This is an optimization exercise on Yosys and OpenROAD, whose aim is small area, a short achievable clock period and few clock cycles per item, not a production implementation. RTL that was checked went through simulation tests only; none was proved equivalent to the original. For run 2, only the layout was checked, not whether the RTL still works.

<file path="flow/run.sh">
#!/bin/bash
# synth_recipe.tcl (not shown) runs the flow's synth.tcl, then flattens the netlist and writes it again
# the make line also repeats each setting of config.mk as NAME=value (left out here)
make -C /OpenROAD-flow-scripts/flow DESIGN_CONFIG=/design/flow/config.mk WORK_HOME=/design/flow/orfs CLKGATE_MAP_FILE= SYNTH_SCRIPT=/design/flow/synth_recipe.tcl finish
</file>
<file path="flow/config.mk">
export PLATFORM = sky130hd
export DESIGN_NAME = softmax_4
export DESIGN_NICKNAME = softmax_4
export VERILOG_FILES = /design/flow/design.v
export SDC_FILE = /design/flow/constraint.sdc
export NUM_CORES = 4
export LEC_CHECK = 0
export CAP_MARGIN = 20
export CORE_MARGIN = 2
export CORE_UTILIZATION = 40
export SLEW_MARGIN = 20
</file>
<file path="flow/constraint.sdc">
create_clock -name core_clock -period 60.0 [get_ports {clk}]
set_input_delay 12.0000 -clock core_clock [delete_from_list [all_inputs] [get_ports {clk}]]
set_output_delay 12.0000 -clock core_clock [all_outputs]
set_load 0.01 [all_outputs]
</file>
<file path="flow/design.v">
module softmax_4 (
    input wire clk,
    input wire reset,
    input wire start,
    input wire [15:0] in0, in1, in2, in3,     
    output reg [7:0] out0, out1, out2, out3, 
    output reg done
);
    parameter IDLE = 2'd0, EXP = 2'd1, DIVIDE = 2'd2, DONE = 2'd3;
    reg [1:0] state;
    reg [15:0] exp0, exp1, exp2, exp3;
    wire [17:0] sum_exp;
    reg [7:0] result0, result1, result2, result3;
    always @(posedge clk or posedge reset) begin
        if (reset)
            state <= IDLE;
        else begin
            case (state)
                IDLE:    state <= (start) ? EXP : IDLE;
                EXP:     state <= DIVIDE;
                DIVIDE:  state <= DONE;
                DONE:    state <= IDLE;
                default: state <= IDLE;
            endcase
        end
    end
    wire [31:0] x_sq0, x_sq1, x_sq2, x_sq3;
    assign x_sq0 = in0 * in0;
    assign x_sq1 = in1 * in1;
    assign x_sq2 = in2 * in2;
    assign x_sq3 = in3 * in3;
    assign sum_exp = exp0 + exp1 + exp2 + exp3;
    always @(posedge clk) begin
        if (reset) begin
            exp0 <= 0; exp1 <= 0; exp2 <= 0; exp3 <= 0;
            done <= 0;
        end else begin
            case (state)
                EXP: begin
                    exp0 <= 16'd256 + in0 + (x_sq0 >> 9);
                    exp1 <= 16'd256 + in1 + (x_sq1 >> 9);
                    exp2 <= 16'd256 + in2 + (x_sq2 >> 9);
                    exp3 <= 16'd256 + in3 + (x_sq3 >> 9);
                end
                DIVIDE: begin
                    if (sum_exp != 0) begin
                        result0 <= ({8'd0, exp0} * 24'd255) / sum_exp;
                        result1 <= ({8'd0, exp1} * 24'd255) / sum_exp;
                        result2 <= ({8'd0, exp2} * 24'd255) / sum_exp;
                        result3 <= ({8'd0, exp3} * 24'd255) / sum_exp;
                    end else begin
                        result0 <= 0;
                        result1 <= 0;
                        result2 <= 0;
                        result3 <= 0;
                    end
                end
                DONE: begin
                    out0 <= result0;
                    out1 <= result1;
                    out2 <= result2;
                    out3 <= result3;
                    done <= 1;
                end
                default: begin
                    done <= 0;
                end
            endcase
        end
    end
endmodule
</file>
==> impl_metrics.toml, run 1 <==
[status]
status = "no timing/DRC/antenna violations"

[global_routing]
grt_overflow = 0
grt_max_degree = 90
grt_pass1_vias = 86300
grt_pass1_wl_um = 475200
grt.total_usage_pct = 23.44
antenna_found_initial = 11

[clocking]
cts-root-buf = "clkbuf_16"
cts_buffer_depth = 2
clkSlewWorstSetupHoldPaths_ps = 70
cts_tree = "done"
cts_hold_buf = 0
clock-sinks = 131
clk_latency_ps = 540
numCtsBuffers = 17
h-tree-depth = 4

[synth]
post-synth-top-area-cell = "ha_1"
synth_top_family_by_area = "adder cells"
synth-main-ff-cell = "dfxtp_1"
netlist_instances = 12390
muxShareOfSynthArea_pct = 5.386
ys_seq_elements = 131
syn-num-nets = 15100
synthAdderAreaFrac_pct = 40.35
synth_xor_area_share_pct = 6.944
synth.distinct_cells = 119
synth_edf_count = 64
async_reset_ff_share_pct = 1.527
syn-mean-instance-area_um2 = 7.978
synth_compound_area_share_pct = 19.40
seq_area_frac_synth_pct = 3.311
syn_area_mm2 = 0.09886
yosys.area_share.simple_pct = 17.69
synth_area_leaders = "ha_1 (22%), fa_1 (19%), inv_1 (5.7%), xnor2_1 (4.5%), nor2_1 (4.3%)"
yosys_warnings = 1
synth_top_area_share_pct = 21.78

[worst_setup_path]
cp.buffers_inverters = 14
critPathKind = "flip-flop to flip-flop"
required_ps = 60260
end_kind = "flip-flop"
cp_max_fo = 14
critPathMaxStageDelay_ps = 570
cp_top_family = "compound AO/OA/AOI/OAI gates"
critPathLaunchType = "flip-flop"
cpMostUsedCell = "ha_1"
crit_slowest_cell = "dfxtp_1"
worstPathArrival_ps = 57070

[detailed_routing]
routed_wl_um = 299100
wl_met1_um = 142700
vias_per_cell = 5.554
vias = 88610
met2_length_um = 134900
top_layer = "met5"
drtIter0Drc = 5524
post_drt_wl_per_cell_um = 18.74
dr_wl_met3_um = 13800
route.detailed.drc = 0
antenna_left = 0
first_pass_iters = 6

[timing]
whs_ps = 418.6
timing.final.hold_violations = 0
fin_crit_ps = 56810
finalSetupViolCount = 0
tightest_slew_ps = 1155
slew_violations = 0
fmax_mhz = 17.60
finalSetupTns_ps = 0
slew_headroom_pct = 22.26
fin_skew_ps = 13.08
setup_slack_ps = 3194
fin_crit_sh_pct = 94.68

[layout]
finish.instance_area_mm2 = 0.1090
fin_nets = 15420
fin_cells = 15960
area_growth_pct = 10.22
drive_above_1_share_pct = 10.74

[placed_design]
dp_slack_ps = -1955
io_buffers = 99
gp_congestion = 0.9458
dpl_cell_area_mm2 = 0.1063
dp.cells = 15850
hpwl_um = 240300

[floorplan]
fp.dieW_um = 501.1
die_h_um = 501.1
die-area_mm2 = 0.2511
io_pins = 100
num_rows = 182
initial_core_util_pct = 40.20
core_area_mm2 = 0.2459

[worst_hold_path]
min_path_type = "flip-flop to flip-flop"

[job]
cap_violations = 0
==> sequential cells by signal (all words and copies together), names as in the netlist <==
| signal | count |
|---|---|
| done | 1 |
| exp0 | 16 |
| exp1 | 16 |
| exp2 | 16 |
| exp3 | 16 |
| out0 | 8 |
| out1 | 8 |
| out2 | 8 |
| out3 | 8 |
| result0 | 8 |
| result1 | 8 |
| result2 | 8 |
| result3 | 8 |
| state | 2 |
==> worst paths after layout <==
kind | start | endpoint | slack [ps] | depth (start not counted)
worst max-delay path | exp2[0] | result2[0] | 3190 | 261
worst min-delay path | result3[7] | out3[7] | 420 | 0
worst max register to register | exp2[0] | result2[0] | 3190 | 261
worst min register to register | result3[7] | out3[7] | 420 | 0
max in group asynchronous | reset | state[0] | 48050 | 3
min in group asynchronous | reset | state[1] | 11810 | 3
==> kinds of logic after synthesis <==
group | after synthesis
compound gates | 2880
xor+xnor | 783
fa+ha+maj | 2639
buf+inv | 1800
flops | 131
mux | 484
simple gates | 3675
==> repair_timing <==
| item | CTS | global route |
|---|---|---|
| cloned | 0 | 5 |
| pin swaps | 2 | 59 |
| setup endpoints to repair | 3 | 8 |
| gates resized for setup | 26 | 405 |
| buffers inserted | 3 | 63 |
==> layout make-up <==
cell class | instances | area, um2
fill | 24850 | 137000
multi-input combinational | 10460 | 90460
inverter | 1503 | 5663
timing repair buffer | 602 | 4907
tap | 3220 | 4029
sequential | 131 | 3306
clock buffer | 18 | 429.2
clock inverter | 14 | 162.7
antenna | 4 | 10.01
==> synthesized netlist by cell type, types with 18 or more instances <==
cell type,instances
a211oi_1,93
mux2_2,342
a31oi_1,69
a21boi_0,52
nor4_1,58
o31a_1,32
o21bai_1,101
o22ai_1,23
and3_1,76
nand3_1,217
or3_1,98
nand4_1,97
a21oi_1,710
buf_1,29
xor2_1,269
a21o_1,298
nand2_1,866
a2111oi_0,19
nor2b_1,142
inv_1,1498
o2111ai_1,18
buf_2,35
or4_1,23
nor2_1,1121
edfxtp_1,64
o21a_1,372
o21ai_0,531
nor3_1,447
a211o_1,28
mux2i_1,120
or2_2,82
fa_1,916
ha_1,1721
clkbuf_1,225
and2_1,265
o31ai_1,131
dfxtp_1,65
o211ai_1,88
xnor2_1,513
nand2b_1,102
==> layout by cell type (no fill, tap or decap), types with 212 or more instances in the layout <==
cell     synthesis  layout
nor2_1        1121    1100
o21ai_0        531     459
a21oi_1        710     674
and2_1         265     259
xor2_1         269     268
nand3_1        217     212
xnor2_1        513     510
fa_1           916     915
mux2_2         342     342
inv_1         1498    1482
o21a_1         372     368
a21o_1         298     298
buf_4            5     483
nand2_1        866     851
nor3_1         447     433
ha_1          1721    1718
==> worst reg2reg max path, delay by kind of cell (launching register included) <==
kind,cells,cell delay [ps]
AO/OA/AOI/OAI,134,29030
AND/OR/NAND/NOR,72,12220
adder cells (fa/ha/maj),28,8630
multiplexers,12,4080
buffers and inverters,14,1860
flip-flops,1,570
XOR/XNOR,1,180
==> through the flow <==
stage,utilization [%]
detailed placement,43.22
CTS,43.51
global placement,43.22
finish,44.31
floorplan,-
global route,44.30
==> layer usage <==
| layer | vias up | global-route usage (%) |
|---|---|---|
| li1 | 44150 | - |
| met1 | 42100 | 32.99 |
| met2 | 2015 | 38.78 |
| met3 | 346 | 1.924 |
| met4 | 4 | 5.378 |
| met5 | - | 0 |
Testbench counts, summed over its fixed seeds: cycles 96,000, items 24,000.
==> inputs of run 2 (changes only) <==
==> flow/design.v (replaced) <==
module softmax_4 (
    input wire clk,
    input wire reset,
    input wire start,
    input wire [15:0] in0, in1, in2, in3,
    output reg [7:0] out0, out1, out2, out3,
    output reg done
);
    function [15:0] fexp(input [15:0] x);
        reg [31:0] sq;
        begin
            sq = x * x;
            fexp = 16'd256 + x + sq[24:9];
        end
    endfunction
    function [7:0] fdiv(input [15:0] e, input [17:0] s);
        reg [23:0] n;
        reg [18:0] r;
        reg [18:0] d;
        integer b;
        begin
            n = {e, 8'd0} - {8'd0, e};
            r = {2'd0, n[23:7]};
            for (b = 7; b >= 0; b = b - 1) begin
                d = r - {1'b0, s};
                fdiv[b] = ~d[18] && (s != 0);
                if (!d[18]) r = d;
                if (b > 0) r = {r[17:0], n[b-1]};
            end
        end
    endfunction
    wire [15:0] e0 = fexp(in0);
    wire [15:0] e1 = fexp(in1);
    wire [15:0] e2 = fexp(in2);
    wire [15:0] e3 = fexp(in3);
    wire [17:0] s = e0 + e1 + e2 + e3;
    always @(posedge clk) begin
        out0 <= fdiv(e0, s);
        out1 <= fdiv(e1, s);
        out2 <= fdiv(e2, s);
        out3 <= fdiv(e3, s);
    end
    always @(posedge clk or posedge reset) begin
        if (reset)
            done <= 1'b0;
        else
            done <= start;
    end
endmodule
==> impl_metrics.toml, run 2 <==
[status]
status = "no timing/DRC/antenna violations"

[synth]
synth_area_leaders = "fa_1 (22%), ha_1 (21%), inv_1 (7.2%), xnor2_1 (6.5%), a21oi_1 (4.3%)"
syn-num-nets = 9379
synth.distinct_cells = 109
synth-main-ff-cell = "dfxtp_1"
ys_seq_elements = 33
yosys.area_share.simple_pct = 16.28
netlist_instances = 7652
yosys_warnings = 1
syn_area_mm2 = 0.06029
seq_area_frac_synth_pct = 1.104
synthAdderAreaFrac_pct = 43.18
synth_xor_area_share_pct = 9.288
synth_most_common_cell = "inv_1"
synth_top_area_share_pct = 21.85
synth_top_family_by_area = "adder cells"
synth_compound_area_share_pct = 18.72
syn-mean-instance-area_um2 = 7.879
async_reset_ff_share_pct = 3.030
post-synth-top-area-cell = "fa_1"
synth_edf_count = 0
synthTopCellsByCount = "inv_1 (1149), ha_1 (1002), fa_1 (658)"
muxShareOfSynthArea_pct = 3.088

[layout]
fin_cells = 9677
drive_above_1_share_pct = 4.229
final_util_pct = 42.80
area_growth_pct = 6.330
fin_nets = 9387
diodes = 0
layout_common_cells = "inv_1 (1146), ha_1 (1002), fa_1 (658), nand2_1 (614), nor2_1 (524)"
final.fill_count = 15200
layout_commonest_cell = "inv_1"

[detailed_routing]
antenna_left = 0
route.detailed.drc = 0
post_drt_wl_per_cell_um = 17.39
drtIter0Drc = 2780
routed_wl_um = 168300
vias_per_cell = 5.421
first_pass_iters = 6
vias = 52460

[clocking]
cts-resized-gates = 0
cts_hold_buf = 0
numCtsBuffers = 5
clkSlewWorstSetupHoldPaths_ps = 90
h-tree-depth = 2
cts_buffer_depth = 2
cts_setup_buffers = 0
cts_tree = "done"
cts-root-buf = "clkbuf_16"
clock-sinks = 33

[timing]
finalSetupTns_ps = 0
slew_violations = 0
finalSetupViolCount = 0
rsz0062_at_grt = "no"
fin_crit_sh_pct = 86.66
tightest_slew_ps = 1072
timing.final.hold_violations = 0
fmax_mhz = 19.23
fin_crit_ps = 52000
slew_headroom_pct = 28.05
setup_slack_ps = 8002

[worst_setup_path]
critPathMaxStageDelay_ps = 890
worstPathArrival_ps = 52260
end_kind = "flip-flop"
crit_slowest_cell = "clkdlybuf4s50_1"
cp.buffers_inverters = 16
cpMostUsedCell = "a21oi_1"
critPathKind = "primary input to flip-flop"
required_ps = 60260
critPathLaunchType = "primary input"
cp_max_fo = 30
cp_top_family = "compound AO/OA/AOI/OAI gates"

[global_routing]
grt_pass1_wl_um = 277000
grt_pass1_vias = 53240
grt.total_usage_pct = 22.07
antenna_found_initial = 0
grt_max_degree = 55
grt_overflow = 0

[placed_design]
dp.cells = 9668
gp_congestion = 0.9440
hpwl_um = 137700
dp_slack_ps = 8096
io_buffers = 99

[floorplan]
num_rows = 142
io_pins = 100
die_h_um = 392.2
fp.dieW_um = 392.2
die-area_mm2 = 0.1538
core_area_mm2 = 0.1498
initial_core_util_pct = 40.25

[job]
cap_violations = 0

[worst_hold_path]
min_path_type = "primary input to asynchronous set/reset pin"
## run 2: cells by family (layout without fill, tap and decap cells)
kind of cell    Yosys count  after routing
compound gates         1749           1749
xor+xnor                636            636
fa+ha+maj              1692           1692
buf+inv                1333           1342
flops                    33             33
mux                     173            173
simple gates           2036           2036
## run 2: area by class of cell
| cell class | count | area, um2 | area share [%] |
|---|---|---|---|
| inverters | 1152 | 4327 | 6.750 |
| multi-input cells | 6286 | 54840 | 85.54 |
| flip-flops and latches | 33 | 665.6 | 1.038 |
| repair buffers | 182 | 1614 | 2.518 |
| clock buffers | 6 | 128.9 | 0.2010 |
| clock inverters | 2 | 10.01 | 0.01561 |
| well taps | 2016 | 2522 | 3.935 |
## run 2: worst max-delay path by stage
stage	startpoint	endpoint	slack, ps	depth (start not counted)
after global routing	in0[1]	out2[0]	5010	180
final	in0[1]	out0[0]	8000	179
after global placement	in0[1]	out0[0]	8330	179
after detailed placement	in0[1]	out0[0]	8100	179
after CTS	in0[1]	out0[0]	8300	179
after floorplan	in2[1]	out3[0]	10070	192
## run 2: metrics by stage
step | hold WS (ps) | cell area, um2
after global placement | 12140 | 63950
after detailed placement | 12140 | 63950
after global routing | 11810 | 64100
final | 11810 | 64100
after CTS | 11790 | 64090
after floorplan | 11730 | 60290
## run 2: metal layers
layer	routed length, um	track usage (%)
met1	76420	29.05
met2	81410	39.32
met3	5931	1.134
met4	4534	5.497
met5	0	0

[what the ideal ports hide]
The results above use ideal ports. As a check the final layouts listed here were re-extracted and re-timed, cells and wires unchanged. Step 1 sets driving cells, clkbuf_16 on the clock port and buf_2 on the other inputs (assumed; they add their load-dependent delay and slew). Step 2 also shifts input and output timing later by t, the mid clock arrival at the registers, as if the neighbouring blocks saw the same clock. Slacks: no drivers / after step 1 / after step 2; pairs: no drivers / after step 1.
| run | shift t [ns] | slack for setup (ns) | slew at the worst register clock pin (ns) | cell pins on the clock port's net |
|---|---|---|---|---|
| run 1 | 0.615 | 3.194 / 3.194 / 3.194 | 0.07 / 0.07 | 1 |
| run 2 | 0.376 | 8.002 / 7.982 / 7.606 | 0.09 / 0.09 | 1 |
After both steps setup and hold are still met in every run listed. The setup slack of run 2, which loses most, moves by -0.020 ns with the drivers and by -0.396 ns with both steps.
